Background: an optimization exercise with open tools, aiming at small area, a short achievable clock period and few clock cycles per item. Do not read the settings as production practice. RTL that was checked went through simulation tests only; none was proved equivalent to the original.

==> inputs of trial 68 <==
Design HitTest, start of the top module:
module HitTest(
    input clk,
    input rst,
    input start,
    input rsel,
    input [15:0] x,
    input [15:0] y,
    input [15:0] notex,
    input [15:0] notey,
    input signed [15:0] indx,
    input signed [15:0] indy,
    output valJR,
    output valE,
    output valr,
    output valR,
    output reg ready
);
reg [16:0] nax, nay, nbx, nby;
reg rs;
wire [16:0] dax, day, dbx, dby;
RippleSub subax(.p(x), .c(notex), .nd(dax));
RippleSub subay(.p(y), .c(notey), .nd(day));
RippleSub subbx(.p(x), .c(indx), .nd(dbx));
RippleSub subby(.p(y), .c(indy), .nd(dby));
always @(posedge clk) begin
    ready <= start & ~rst;
    nax <= dax;
    nay <= day;
    nbx <= dbx;
    nby <= dby;
    rs <= rsel;
end
Calvalid calvN(.na(nax), .nb(nay), .rsel(rs), .inJR(valJR), .inE(valE), .inR(valr));
CalvalidR calvI(.na(nbx), .nb(nby), .rsel(rs), .inR(valR));
endmodule
==> flow/config.mk <==
export PLATFORM = sky130hd
export DESIGN_NAME = HitTest
export DESIGN_NICKNAME = HitTest
export VERILOG_FILES = /design/flow/design.v
export SDC_FILE = /design/flow/constraint.sdc
export NUM_CORES = 4
export LEC_CHECK = 0
export CAP_MARGIN = 20
export CORE_MARGIN = 2
export CORE_UTILIZATION = 40
export SETUP_SLACK_MARGIN = 2.5
export SLEW_MARGIN = 20
export SYNTH_HIERARCHICAL = 1
export SYNTH_MINIMUM_KEEP_SIZE = 0
==> flow/constraint.sdc <==
create_clock -name core_clock -period 10.0 [get_ports {clk}]
set_input_delay 2.0000 -clock core_clock [delete_from_list [all_inputs] [get_ports {clk}]]
set_output_delay 2.0000 -clock core_clock [all_outputs]
set_load 0.01 [all_outputs]
run.sh (not shown) runs the stock make flow with config.mk's settings and CLKGATE_MAP_FILE= SYNTH_SCRIPT=/design/flow/synth_recipe.tcl, a recipe that flattens the netlist after the stock synthesis.
==> trial 16 (differences from trial 68) <==
- CORE_UTILIZATION: 40 -> 60
==> trial 59 (differences from trial 68) <==
- SETUP_SLACK_MARGIN: 2.5 -> 1
==> results by group <==
Run status
  – Status: no timing/DRC/antenna violations

STA
  – Fin crit period: around 7700 ps
  – F_max: 0.129 GHz
  – Hold_ws: between 2000 and 2500 ps

GRT
  – Vias in the first global route: between 10000 and 15000
  – Met3 Usage GRT: 5.09%

Cells and area
  – Sequential cell area share: approximately 7.4%
  – Synth-to-Final Area Change: 12.3%
  – Final core occ: between 40% and 50%
  – Clock buffer count: 9

Worst setup path
  – Crit path DAT: about 5700 ps
  – Slowest cell on crit path: fa_1
  – Worst-path cell chain: buf_4 > or2_2 > fa_1 > fa_1 > fa_1 > fa_1 > fa_1 > ha_4 > xor2_2 > nand4_1 > nor3_2 > nand3_2 > nor3_4 > o211ai_1 > nor4b_2 > buf_2

Routing
  – DR iter-0 viols: slightly below 800
  – Met1 wire length: 20500 µm

Floorplan
  – Well Taps: between 600 and 700

Placement
  – Place WS: between 1500 and 2000 ps
The numbers above come from trial 68.

==> results by group <==
Placement
  – Place WS: about 1700 ps
  – DP Area: just over 20000 µm²

Routing
  – Met1 wire length: approximately 20000 µm
  – DR iter-0 viols: 754

GRT
  – Met3 Usage GRT: around 4.9%
  – Vias in the first global route: ~14000

Floorplan
  – Well Taps: approximately 600

STA
  – F_max: 0.115 GHz
  – Hold_ws: between 2000 and 2500 ps
  – Fin crit period: about 8700 ps

Cells and area
  – Synth-to-Final Area Change: 8.54%
  – Clock buffer count: 9

Worst setup path
  – Slowest cell on crit path: dfxtp_1
  – Worst-path cell chain: nor2_1 > fa_1 > fa_1 > fa_1 > fa_1 > fa_1 > fa_1 > inv_1 > ha_1 > xnor2_1 > nor4_1 > nand3_1 > nor3_4 > o211ai_1 > nor4b_2 > clkdlybuf4s50_1

Run status
  – Status: no timing/DRC/antenna violations
The numbers above come from trial 59.

==> results by group <==
STA
  – F_max: between 0.1 and 0.15 GHz
  – Fin crit period: between 7000 and 8000 ps

Worst setup path
  – Slowest cell on crit path: fa_1
  – Worst-path cell chain: nor2_1 > fa_1 > fa_1 > fa_1 > fa_2 > fa_1 > fa_1 > ha_4 > xnor2_4 > nand4_1 > nor3_1 > nand3_1 > nor3_4 > o211ai_1 > buf_4 > nor4b_2 > buf_2

Floorplan
  – Well Taps: 396

Placement
  – Place WS: 1840 ps

Run status
  – Status: no timing/DRC/antenna violations

Routing
  – DR iter-0 viols: 720
  – Met1 wire length: between 15000 and 20000 µm

Cells and area
  – Final core occ: between 60% and 70%
The numbers above come from trial 16.

Testbench counts of trial 68, summed over its fixed seeds: cycles 16,000, items 16,000.
Testbench counts of trial 16, summed over its fixed seeds: cycles 16,000, items 16,000.
Testbench counts of trial 59, summed over its fixed seeds: cycles 16,000, items 16,000.


==> 02-27: inputs <==
Another version of the RTL of HitTest (not shown whole).
Settings: LEC_CHECK=0, CAP_MARGIN=20, CORE_MARGIN=2, CORE_UTILIZATION=60, SETUP_SLACK_MARGIN=3.3, SLEW_MARGIN=20, SYNTH_HIERARCHICAL=1, SYNTH_MINIMUM_KEEP_SIZE=0; clock period 10.0 ns.
standard.sh (not shown) runs the stock make flow with config.mk's settings and CLKGATE_MAP_FILE= SYNTH_SCRIPT=/design/flow/synth_recipe.tcl, a recipe that flattens the netlist after the stock synthesis.
==> flow/flow/run.sh <==
#!/bin/bash
set -euo pipefail
B="BUFFER_PORTS_ARGS=-buffer_cell sky130_fd_sc_hd__buf_1"
R=orfs/results/sky130hd/HitTest/base
bash standard.sh "$B" floorplan > standard_floorplan.log 2>&1
cat > upsize.tcl <<EOT
read_liberty $FLOW_HOME/platforms/sky130hd/lib/sky130_fd_sc_hd__tt_025C_1v80.lib
read_db $R/2_floorplan.odb
set n 0
foreach inst [[ord::get_db_block] getInsts] {
  set name [\$inst getName]
  if {[[\$inst getMaster] getName] eq "sky130_fd_sc_hd__dfxtp_1" && [string match {[ns][ab][xy]*} \$name]} {
    replace_cell \$name sky130_fd_sc_hd__dfxtp_4
    incr n
  }
}
puts "upsized \$n registers"
write_db $R/2_floorplan.odb
EOT
openroad -no_init -exit upsize.tcl > upsize.log 2>&1
bash standard.sh "$B" SETUP_MOVE_SEQUENCE=sizeup,swap finish > standard_finish.log 2>&1
==> 07-11: changes against 02-27 <==
--- a/flow/design.v
+++ b/flow/design.v
@@ -1,15 +1,14 @@
 module Calvalid(
-    input [15:0] na, nb,
-    input sa, sb,
+    input [16:0] na, nb,
     input rsel,
     output inJR, inE, inR
 );
-wire [16:0] a = {sa, ~na};
-wire [16:0] b = {sb, ~nb};
+wire [16:0] a = ~na;
+wire [16:0] b = ~nb;
 wire t1 = a[1] & ~a[0];
 wire t2 = a[2] & ~a[1];
 wire t3 = a[3] & ~a[2];
 wire t4 = a[4] & ~a[3];
 wire t5 = a[5] & ~a[4];
 wire t6 = a[6] & ~a[5];
 wire t7 = a[7] & ~a[6];
@@ -902,21 +901,20 @@
 wire q595;
 Nor3 g595(.a(q591), .b(q592), .c(q593), .y(q595));
 And4 g596(.a(q594), .b(q595), .c(lJR), .d(okl), .y(inJR));
 And4 g597(.a(q594), .b(q595), .c(lE), .d(okl), .y(inE));
 And4 g598(.a(q594), .b(q595), .c(lR), .d(okl), .y(inR));
 endmodule
 module CalvalidR(
-    input [15:0] na, nb,
-    input sa, sb,
+    input [16:0] na, nb,
     input rsel,
     output inR
 );
-wire [16:0] a = {sa, ~na};
-wire [16:0] b = {sb, ~nb};
+wire [16:0] a = ~na;
+wire [16:0] b = ~nb;
 wire t1 = a[1] & ~a[0];
 wire t2 = a[2] & ~a[1];
 wire t3 = a[3] & ~a[2];
 wire t4 = a[4] & ~a[3];
 wire t5 = a[5] & ~a[4];
 wire t6 = a[6] & ~a[5];
 wire t7 = a[7] & ~a[6];
@@ -1876,37 +1874,32 @@
     input signed [15:0] indy,
     output valJR,
     output valE,
     output valr,
     output valR,
     output reg ready
 );
-reg [15:0] nax, nay, nbx, nby;
-reg sax, say, sbx, sby;
+reg [16:0] nax, nay, nbx, nby;
 reg rs;
 wire [16:0] dax, day, dbx, dby;
 wire [15:0] nx = ~x, ny = ~y;    
 RippleSub subax(.np(nx), .c(notex), .nd(dax));
 RippleSub subay(.np(ny), .c(notey), .nd(day));
 RippleSub subbx(.np(nx), .c(indx), .nd(dbx));
 RippleSub subby(.np(ny), .c(indy), .nd(dby));
 always @(posedge clk) begin
     ready <= start & ~rst;
-    nax <= dax[15:0];
-    nay <= day[15:0];
-    nbx <= dbx[15:0];
-    nby <= dby[15:0];
-    sax <= ~dax[16];
-    say <= ~day[16];
-    sbx <= ~dbx[16];
-    sby <= ~dby[16];
+    nax <= dax;
+    nay <= day;
+    nbx <= dbx;
+    nby <= dby;
     rs <= rsel;
 end
-Calvalid calvN(.na(nax), .nb(nay), .sa(sax), .sb(say), .rsel(rs), .inJR(valJR), .inE(valE), .inR(valr));
-CalvalidR calvI(.na(nbx), .nb(nby), .sa(sbx), .sb(sby), .rsel(rs), .inR(valR));
+Calvalid calvN(.na(nax), .nb(nay), .rsel(rs), .inJR(valJR), .inE(valE), .inR(valr));
+CalvalidR calvI(.na(nbx), .nb(nby), .rsel(rs), .inR(valR));
 endmodule
 module RippleSub(
     input [15:0] np,
     input [15:0] c,
     output [16:0] nd
 );
 wire [16:0] u = {np[15], np};
--- a/flow/flow/run.sh
+++ b/flow/flow/run.sh
@@ -5,15 +5,15 @@
 bash standard.sh "$B" floorplan > standard_floorplan.log 2>&1
 cat > upsize.tcl <<EOT
 read_liberty $FLOW_HOME/platforms/sky130hd/lib/sky130_fd_sc_hd__tt_025C_1v80.lib
 read_db $R/2_floorplan.odb
 set n 0
 foreach inst [[ord::get_db_block] getInsts] {
   set name [\$inst getName]
-  if {[[\$inst getMaster] getName] eq "sky130_fd_sc_hd__dfxtp_1" && [string match {[ns][ab][xy]*} \$name]} {
+  if {[[\$inst getMaster] getName] eq "sky130_fd_sc_hd__dfxtp_1" && [string match {n[ab][xy]*} \$name]} {
     replace_cell \$name sky130_fd_sc_hd__dfxtp_4
     incr n
   }
 }
 puts "upsized \$n registers"
 write_db $R/2_floorplan.odb
 EOT
==> flow/config.mk (replaced) <==
export PLATFORM = sky130hd
export DESIGN_NAME = HitTest
export DESIGN_NICKNAME = HitTest
export VERILOG_FILES = /design/flow/design.v
export SDC_FILE = /design/flow/constraint.sdc
export NUM_CORES = 4
export LEC_CHECK = 0
export ABC_AREA = 1
export CAP_MARGIN = 20
export CORE_MARGIN = 2
export CORE_UTILIZATION = 60
export SETUP_SLACK_MARGIN = 3.3
export SLEW_MARGIN = 20
export SYNTH_HIERARCHICAL = 1
export SYNTH_MINIMUM_KEEP_SIZE = 0
==> 05-13: changes against 02-27 <==
--- a/flow/design.v
+++ b/flow/design.v
@@ -1,15 +1,14 @@
 module Calvalid(
-    input [15:0] na, nb,
-    input sa, sb,
+    input [16:0] na, nb,
     input rsel,
     output inJR, inE, inR
 );
-wire [16:0] a = {sa, ~na};
-wire [16:0] b = {sb, ~nb};
+wire [16:0] a = ~na;
+wire [16:0] b = ~nb;
 wire t1 = a[1] & ~a[0];
 wire t2 = a[2] & ~a[1];
 wire t3 = a[3] & ~a[2];
 wire t4 = a[4] & ~a[3];
 wire t5 = a[5] & ~a[4];
 wire t6 = a[6] & ~a[5];
 wire t7 = a[7] & ~a[6];
@@ -902,21 +901,20 @@
 wire q595;
 Nor3 g595(.a(q591), .b(q592), .c(q593), .y(q595));
 And4 g596(.a(q594), .b(q595), .c(lJR), .d(okl), .y(inJR));
 And4 g597(.a(q594), .b(q595), .c(lE), .d(okl), .y(inE));
 And4 g598(.a(q594), .b(q595), .c(lR), .d(okl), .y(inR));
 endmodule
 module CalvalidR(
-    input [15:0] na, nb,
-    input sa, sb,
+    input [16:0] na, nb,
     input rsel,
     output inR
 );
-wire [16:0] a = {sa, ~na};
-wire [16:0] b = {sb, ~nb};
+wire [16:0] a = ~na;
+wire [16:0] b = ~nb;
 wire t1 = a[1] & ~a[0];
 wire t2 = a[2] & ~a[1];
 wire t3 = a[3] & ~a[2];
 wire t4 = a[4] & ~a[3];
 wire t5 = a[5] & ~a[4];
 wire t6 = a[6] & ~a[5];
 wire t7 = a[7] & ~a[6];
@@ -1876,37 +1874,32 @@
     input signed [15:0] indy,
     output valJR,
     output valE,
     output valr,
     output valR,
     output reg ready
 );
-reg [15:0] nax, nay, nbx, nby;
-reg sax, say, sbx, sby;
+reg [16:0] nax, nay, nbx, nby;
 reg rs;
 wire [16:0] dax, day, dbx, dby;
 wire [15:0] nx = ~x, ny = ~y;    
 RippleSub subax(.np(nx), .c(notex), .nd(dax));
 RippleSub subay(.np(ny), .c(notey), .nd(day));
 RippleSub subbx(.np(nx), .c(indx), .nd(dbx));
 RippleSub subby(.np(ny), .c(indy), .nd(dby));
 always @(posedge clk) begin
     ready <= start & ~rst;
-    nax <= dax[15:0];
-    nay <= day[15:0];
-    nbx <= dbx[15:0];
-    nby <= dby[15:0];
-    sax <= ~dax[16];
-    say <= ~day[16];
-    sbx <= ~dbx[16];
-    sby <= ~dby[16];
+    nax <= dax;
+    nay <= day;
+    nbx <= dbx;
+    nby <= dby;
     rs <= rsel;
 end
-Calvalid calvN(.na(nax), .nb(nay), .sa(sax), .sb(say), .rsel(rs), .inJR(valJR), .inE(valE), .inR(valr));
-CalvalidR calvI(.na(nbx), .nb(nby), .sa(sbx), .sb(sby), .rsel(rs), .inR(valR));
+Calvalid calvN(.na(nax), .nb(nay), .rsel(rs), .inJR(valJR), .inE(valE), .inR(valr));
+CalvalidR calvI(.na(nbx), .nb(nby), .rsel(rs), .inR(valR));
 endmodule
 module RippleSub(
     input [15:0] np,
     input [15:0] c,
     output [16:0] nd
 );
 wire [16:0] u = {np[15], np};
==> flow/flow/run.sh (replaced) <==
#!/bin/bash
set -euo pipefail
B="BUFFER_PORTS_ARGS=-buffer_cell sky130_fd_sc_hd__buf_1"
R=orfs/results/sky130hd/HitTest/base
bash standard.sh "$B" floorplan > standard_floorplan.log 2>&1
cat > upsize.tcl <<EOT
read_liberty $FLOW_HOME/platforms/sky130hd/lib/sky130_fd_sc_hd__tt_025C_1v80.lib
read_db $R/2_floorplan.odb
set n 0
foreach inst [[ord::get_db_block] getInsts] {
  set name [\$inst getName]
  if {[[\$inst getMaster] getName] eq "sky130_fd_sc_hd__dfxtp_1" && [string match {n[ab][xy]*} \$name]} {
    replace_cell \$name sky130_fd_sc_hd__dfxtp_4
    incr n
  }
}
puts "upsized \$n registers"
write_db $R/2_floorplan.odb
EOT
openroad -no_init -exit upsize.tcl > upsize.log 2>&1
bash standard.sh "$B" finish > standard_finish.log 2>&1
==> flow/config.mk (replaced) <==
export PLATFORM = sky130hd
export DESIGN_NAME = HitTest
export DESIGN_NICKNAME = HitTest
export VERILOG_FILES = /design/flow/design.v
export SDC_FILE = /design/flow/constraint.sdc
export NUM_CORES = 4
export LEC_CHECK = 0
export CAP_MARGIN = 20
export CORE_MARGIN = 2
export CORE_UTILIZATION = 60
export SETUP_SLACK_MARGIN = 2.5
export SLEW_MARGIN = 20
export SYNTH_HIERARCHICAL = 1
export SYNTH_MINIMUM_KEEP_SIZE = 0
==> flow_results.org <==
** Status
- The flow ran to the end and the layout has no timing, DRC or antenna violations.

** Die
- Core outline area :: 0.03328 mm²
- Die span in y :: 187.2 µm

** Logic synthesis
- Share of the synthesized netlist area taken by xor and xnor gates :: less than 1%
- Of the total synthesized cell area, the portion taken by full adders, half adders and majority gates is a little under 60%.

** Placement
- Once placement finished, the instance area stood at slightly above 0.02 mm².

** Final layout
- Fraction of standard cell area in multi-input logic :: 80.37%

** Worst setup path
- Longest individual stage delay on the worst path :: 600 ps
-- figures above: 07-11

==> flow_results.org <==
** Global routing
- After global routing, the most crowded layer is met2.

** Logic synthesis
- Sequential cells were found to cover around 7.6% of the synthesized design area.
- Number of instances in the synthesized netlist :: between 1500 and 2000
- Share of the synthesized netlist area taken by xor and xnor gates :: under 10%
- Most repeated cell in the gate-level netlist after synthesis :: fa_1

** Worst setup path
- The worst setup path is launched from a register.

** Die
- The floorplan step defined a core boundary enclosing between 0.03 and 0.04 mm².

** Final layout
- # clk buffers :: 9
- Of the total standard cell area in the layout, the multi-input combinational portion is approximately 84%.
- The area growth from synthesis to layout is 5.691%.

** Status
- Result of the run :: complete, no violations

** Drt
- Sum of met3 wire segment lengths after detailed routing :: 3618 µm

** Placement
- OpenSTA, run right after detailed placement, puts the worst setup slack at 3135 ps.
-- figures above: 02-27

==> flow_results.org <==
** Worst setup path
- Longest individual stage delay on the worst path :: around 550 ps
- In this run the worst setup path terminates at valJR.

** Final layout
- Of the total standard cell area in the layout, the multi-input combinational portion is approximately 84%.

** Status
- The run finished with no timing, DRC or antenna violations.

** Logic synthesis
- Yosys attributes the largest share of cell area to fa_1 58%, nor2_1 10%, dfxtp_1 7.6%, ha_1 5.4%, xnor2_1 3.1%.
- Share of the synthesized netlist area taken by xor and xnor gates :: between 5 and 6%

** Die
- In this run the standard cell core region covers around 0.03 mm².

** Drt
- Dividing the detail-routed wire length by the instance count gives approximately 22 µm.
-- figures above: 05-13

Testbench counts of 07-11, summed over its fixed seeds: cycles 16,000, items 16,000.
Testbench counts of 05-13, summed over its fixed seeds: cycles 16,000, items 16,000.
The RTL of 02-27 was laid out without a check of its function.

## separate check: timing with driven ports
The flow's constraints put no driver on any port. The routed layouts listed below were extracted and timed again, unchanged, in two steps. Step 1 sets driving cells, clkbuf_16 on the clock port and buf_2 on the other inputs (assumed; they add their load-dependent delay and slew). Step 2 times the ports against the registers' clock, not the clock port: input delays grow and output delays shrink by t, the midpoint of the rising clock arrivals with the driver on. Three values: ideal ports, drivers, drivers and shift; two values: the first two.
run	t, ns	setup WS [ns]	hold slack, ns	worst setup path after step 2	latest minus earliest clock arrival (ns)
trial 68	0.398	2.272 / 2.220 / 2.438	2.099 / 2.083 / 2.481	input to register	0.006 / 0.006
trial 16	0.381	2.392 / 2.349 / 2.408	2.106 / 2.087 / 2.467	input to register	0.007 / 0.007
trial 59	0.396	1.331 / 1.283 / 1.678	2.098 / 2.086 / 2.481	register to output	0.007 / 0.007
02-27	0.379	2.934 / 2.891 / 3.270	1.832 / 1.811 / 2.189	register to output	0.011 / 0.011
07-11	0.390	3.240 / 3.191 / 3.581	1.783 / 1.757 / 2.147	register to output	0.012 / 0.012
05-13	0.389	2.975 / 2.927 / 3.316	1.748 / 1.726 / 2.115	register to output	0.010 / 0.010
After both steps every run listed still meets setup and hold.
